Background: an optimization exercise with open tools, aiming at small area. Do not read the settings as production practice.
Where RTL was checked, it was by simulation tests only, not by an equivalence proof against the original.
Power and IR drop assume default switching activity.

==> inputs of 07-12 <==
==> flow/design.v <==
`timescale 1ns / 1ps
module wave_generator(
    output reg [9:0] out_wave
    , input wire reset
    , input wire clk
    );
    parameter max_tap = 10'd1023;
	parameter count_of_1sec = 10000000; 
	parameter count_limit_of_tapup = count_of_1sec/max_tap;
	reg [27:0]counter_tapup; 
    always @ (posedge clk) begin
		if(reset == 0) begin
			out_wave <= 0;
			counter_tapup <= 28'b0;
		end else begin
			if(out_wave == max_tap) begin
			end else begin
				if(counter_tapup == count_limit_of_tapup) begin
					counter_tapup <= 28'b0;
					out_wave <= out_wave + 10'b1;
				end else begin
					counter_tapup <= counter_tapup + 28'b1;
				end
			end
		end
	end
endmodule
`timescale 1ns / 1ps
module delta_sigma_modulation(
    input wire [9:0] input_sig
    , input wire reset
    , input wire clk
	, output reg out_sig
    );
    parameter max_tap = 11'd1023;
	parameter tap_threash = 511; 
	parameter clk_div = 100; 
	parameter STATE_UPDATE_Y_CURRENT = 2'd0;
	parameter STATE_UPDATE_PDM_OUT = 2'd1;
	parameter STATE_UPDATE_OUT_SIG = 2'd2;
	parameter STATE_UPDATE_OTHER = 2'd3;
	reg [27:0]counter_tapup; 
	reg signed [11:0] y_current;
	reg signed [11:0] y_previous;
	reg signed [11:0] pdm_out_current;
	reg signed [11:0] pdm_out_previous;
	reg [1:0] state;
	reg signed [11:0] input_sig_buf;
	always @ (posedge clk) begin
		if(reset == 0) begin
			input_sig_buf <= 0;
		end else begin
			input_sig_buf <= input_sig[9:0];
		end
	end
    always @ (posedge clk) begin
		if(reset == 0) begin
			out_sig <= 0;
			counter_tapup <= 28'b0;
			y_current <= 12'b0;
			y_previous <= 12'b0;
			pdm_out_current <= 12'b0;
			pdm_out_previous <= 12'b0;
			state <= STATE_UPDATE_Y_CURRENT;
		end else begin
			if(counter_tapup == clk_div) begin
				if(state == STATE_UPDATE_Y_CURRENT) begin
					y_current <= input_sig_buf  - pdm_out_previous + y_previous ;
					state <= STATE_UPDATE_PDM_OUT;
				end else if(state == STATE_UPDATE_PDM_OUT) begin
					if(y_current > tap_threash) begin
						pdm_out_current <= max_tap;
					end else begin
						pdm_out_current <= 12'b0;
					end
					state <= STATE_UPDATE_OUT_SIG;
				end else if(state == STATE_UPDATE_OUT_SIG) begin
					if(pdm_out_current == max_tap) begin
						out_sig <= 1'b1;
					end else begin
						out_sig <= 1'b0;
					end
					state <= STATE_UPDATE_OTHER;
				end else if(state == STATE_UPDATE_OTHER) begin
					y_previous <= y_current;
					pdm_out_previous <= pdm_out_current;
					counter_tapup <= 28'b0;
					state <= STATE_UPDATE_Y_CURRENT;
				end
			end else begin
				counter_tapup <= counter_tapup + 28'b1;
			end
		end
	end
endmodule
`timescale 1ns / 1ps
module top_module(
    input wire ck_rst
    , input wire CLK100MHZ
	, output wire out_sig
    );
	wire [9:0] wave_signal;
	wave_generator wave_generator(.out_wave(wave_signal)
								, .reset(ck_rst)
								, .clk(CLK100MHZ));
	delta_sigma_modulation delta_sigma_modulation(.input_sig(wave_signal)
												, .reset(ck_rst)
												, .clk(CLK100MHZ)
												, .out_sig(out_sig));		
endmodule
==> flow/run.sh <==
#!/bin/bash
# synth_recipe.tcl (not shown) runs the flow's synth.tcl, then flattens the netlist and writes it again
# the make line also repeats each setting of config.mk as NAME=value (left out here)
make -C /OpenROAD-flow-scripts/flow DESIGN_CONFIG=/design/flow/config.mk WORK_HOME=/design/flow/orfs CLKGATE_MAP_FILE= SYNTH_SCRIPT=/design/flow/synth_recipe.tcl finish
==> flow/config.mk <==
export PLATFORM = sky130hd
export DESIGN_NAME = top_module
export DESIGN_NICKNAME = top_module
export VERILOG_FILES = /design/flow/design.v
export SDC_FILE = /design/flow/constraint.sdc
export NUM_CORES = 4
export LEC_CHECK = 0
export CAP_MARGIN = 20
export CORE_MARGIN = 2
export CORE_UTILIZATION = 40
export SLEW_MARGIN = 20
==> flow/constraint.sdc <==
create_clock -name core_clock -period 10.0 [get_ports {CLK100MHZ}]
set_input_delay 2.0000 -clock core_clock [delete_from_list [all_inputs] [get_ports {CLK100MHZ}]]
set_output_delay 2.0000 -clock core_clock [all_outputs]
set_load 0.01 [all_outputs]
==> inputs of 02-02, as changes to 07-12 <==
==> flow/design.v (replaced) <==
`timescale 1ns / 1ps
module top_module(
    input wire ck_rst
    , input wire CLK100MHZ
	, output reg out_sig
    );
	wire rst = ~ck_rst;
	genvar i;
	reg [6:0] pt;
	wire [6:0] s = pt ^ 7'b1010101;
	wire ev = (s[5:0] == 6'b110010);    
	wire fb = s[6] ^ s[0] ^ ev;
	always @(posedge CLK100MHZ) begin
		if (rst)
			pt <= 7'b1001010 ^ 7'b1010101;
		else
			pt <= {s[5:0], fb} ^ 7'b1010101;
	end
	reg [6:0] fcnt;
	wire [7:0] fc;
	wire [6:0] fs;
	assign fc[0] = ev;
	generate for (i = 0; i < 7; i = i + 1) begin : g_f
		assign fs[i] = fcnt[i] ^ fc[i];
		assign fc[i+1] = fcnt[i] & fc[i];
	end endgenerate
	wire fwrap = fc[7];
	reg [9:0] x;
	wire sat = &x;
	wire [10:0] xc;
	wire [9:0] xs;
	assign xc[0] = fwrap & ~sat;
	generate for (i = 0; i < 10; i = i + 1) begin : g_x
		assign xs[i] = x[i] ^ xc[i];
		assign xc[i+1] = x[i] & xc[i];
	end endgenerate
	reg [9:0] acc;
	wire [10:0] ac;
	wire [9:0] as;
	wire [9:0] g = x & {10{ev}};
	assign ac[0] = out_sig & ev;
	generate for (i = 0; i < 10; i = i + 1) begin : g_a
		assign as[i] = acc[i] ^ g[i] ^ ac[i];
		assign ac[i+1] = (acc[i] & g[i]) | (acc[i] & ac[i]) | (g[i] & ac[i]);
	end endgenerate
	always @(posedge CLK100MHZ) begin
		fcnt <= (fs & ~{7{rst}}) | ({7{rst | fwrap}} & 7'd34);
		x <= xs & ~{10{rst}};
		acc <= (as & ~{10{rst}}) | {rst, 9'd0};
		out_sig <= ~rst & (ev ? ac[10] : out_sig);
	end
endmodule
CTS_BUF_LIST = sky130_fd_sc_hd__clkbuf_4   (was unset)
CTS_CLUSTER_DIAMETER = 300   (was unset)
CTS_CLUSTER_SIZE = 50   (was unset)
==> inputs of 07-05, as changes to 07-12 <==
==> flow/design.v (replaced) <==
`timescale 1ns / 1ps
module top_module(
    input wire ck_rst
    , input wire CLK100MHZ
	, output reg out_sig
    );
	reg [6:0] pos;    
	reg [6:0] fcnt;   
	reg [9:0] x;      
	reg [9:0] acc;    
	wire rst = ~ck_rst;
	wire [7:0] pc;
	wire [6:0] ps;
	assign pc[0] = 1'b1;
	genvar i;
	generate for (i = 0; i < 7; i = i + 1) begin : g_pos
		assign ps[i] = pos[i] ^ pc[i];
		assign pc[i+1] = pos[i] & pc[i];
	end endgenerate
	wire ev = pc[7];
	wire [7:0] fc;
	wire [6:0] fs;
	assign fc[0] = ev;
	generate for (i = 0; i < 7; i = i + 1) begin : g_f
		assign fs[i] = fcnt[i] ^ fc[i];
		assign fc[i+1] = fcnt[i] & fc[i];
	end endgenerate
	wire fwrap = fc[7];
	wire sat = &x;
	wire [10:0] xc;
	wire [9:0] xs;
	assign xc[0] = fwrap & ~sat;
	generate for (i = 0; i < 10; i = i + 1) begin : g_x
		assign xs[i] = x[i] ^ xc[i];
		assign xc[i+1] = x[i] & xc[i];
	end endgenerate
	wire [10:0] ac;
	wire [9:0] as;
	wire [9:0] g = x & {10{ev}};
	assign ac[0] = out_sig & ev;
	generate for (i = 0; i < 10; i = i + 1) begin : g_a
		assign as[i] = acc[i] ^ g[i] ^ ac[i];
		assign ac[i+1] = (acc[i] & g[i]) | (acc[i] & ac[i]) | (g[i] & ac[i]);
	end endgenerate
	always @(posedge CLK100MHZ) begin
		pos <= (ps & ~{7{rst}}) | ({7{rst | ev}} & 7'd24) | {6'd0, rst};
		fcnt <= (fs & ~{7{rst}}) | ({7{rst | fwrap}} & 7'd34);
		x <= xs & ~{10{rst}};
		acc <= (as & ~{10{rst}}) | {rst, 9'd0};
		out_sig <= ~rst & (ev ? ac[10] : out_sig);
	end
endmodule
==> summary.md <==
| Metric | Value |
|---|---|
| Logic pwr share | 2.9% |
| Req. time, crit path | 10.22 ns |
| Inverters | 10 |
| Max VDD drop | 0.00007641 V |
| Status | timing/DRC/antenna clean |
| Drt pass-1 iters | 2 |
| Pin count of the biggest net entering global routing | 38 |
| Clock transition at path regs | 0.11 ns |
| Largest family of logic cells by synthesized area | adder cells |
| Synth-to-Final Area Change | 7.557% |
Source of the figures above: 02-02

==> summary.md <==
| Metric | Value |
|---|---|
| Status | timing/DRC/antenna clean |
| Largest family of logic cells by synthesized area | adder cells |
| Inverters | 10 |
| Crit path setup slack, layout | 3.667 ns |
| Req. time, crit path | 10.18 ns |
| Drt pass-1 iters | 3 |
| Logic pwr share | 1.7% |
| Synth-to-Final Area Change | 12.44% |
| Clock transition at path regs | 0.07 ns |
| Max VDD drop | 0.00006945 V |
Source of the figures above: 07-05

==> summary.md <==
| Metric | Value |
|---|---|
| CTS tree | done |
| Drt pass-1 iters | 4 |
| Max VDD drop | 0.00009053 V |
| Status | timing/DRC/antenna clean |
| Synth-to-Final Area Change | 8.350% |
| RSZ-0062 raised after global routing | false |
| Logic pwr share | 2.1% |
| Min-delay worst type | flop to flop |
| Pin count of the biggest net entering global routing | 44 |
| Met2 Use GR | 26.72% |
| Inverters | 55 |
| Clock transition at path regs | 0.07 ns |
| Req. time, crit path | 10.29 ns |
Source of the figures above: 07-12

The RTL of 02-02 was laid out without a check of its function.

[static timing again, ports no longer ideal]
The results above use ideal ports. As a check the final layouts listed here were re-extracted and re-timed, cells and wires unchanged. Step 1 (the two cells are an assumption about what drives the block):
set clk [get_ports {CLK100MHZ}]
set_driving_cell -lib_cell sky130_fd_sc_hd__clkbuf_16 $clk
set_driving_cell -lib_cell sky130_fd_sc_hd__buf_2 [delete_from_list [all_inputs] $clk]
Step 2 adds t to the input delays and takes it off the output delays; t is the mean of the earliest and latest rising clock arrival at the registers after step 1. Input paths then give back, and output paths get back, about the clock's delay inside the block. Slacks: no drivers / after step 1 / after step 2; pairs: no drivers / after step 1.
run | t (ns) | setup WS [ns] | worst slew at a driven data input, ns | cell pins on the clock port's net
07-12 | 0.381 | 6.130 / 6.144 / 5.763 | 0.03 | 1
02-02 | 0.359 | 4.237 / 4.237 / 4.237 | 0.03 | 1
07-05 | 0.309 | 3.667 / 3.667 / 3.667 | 0.03 | 1
After both steps setup and hold are still met in every run listed. The setup slack of 07-12, which loses most, moves by +0.014 ns with the drivers and by -0.367 ns with both steps.
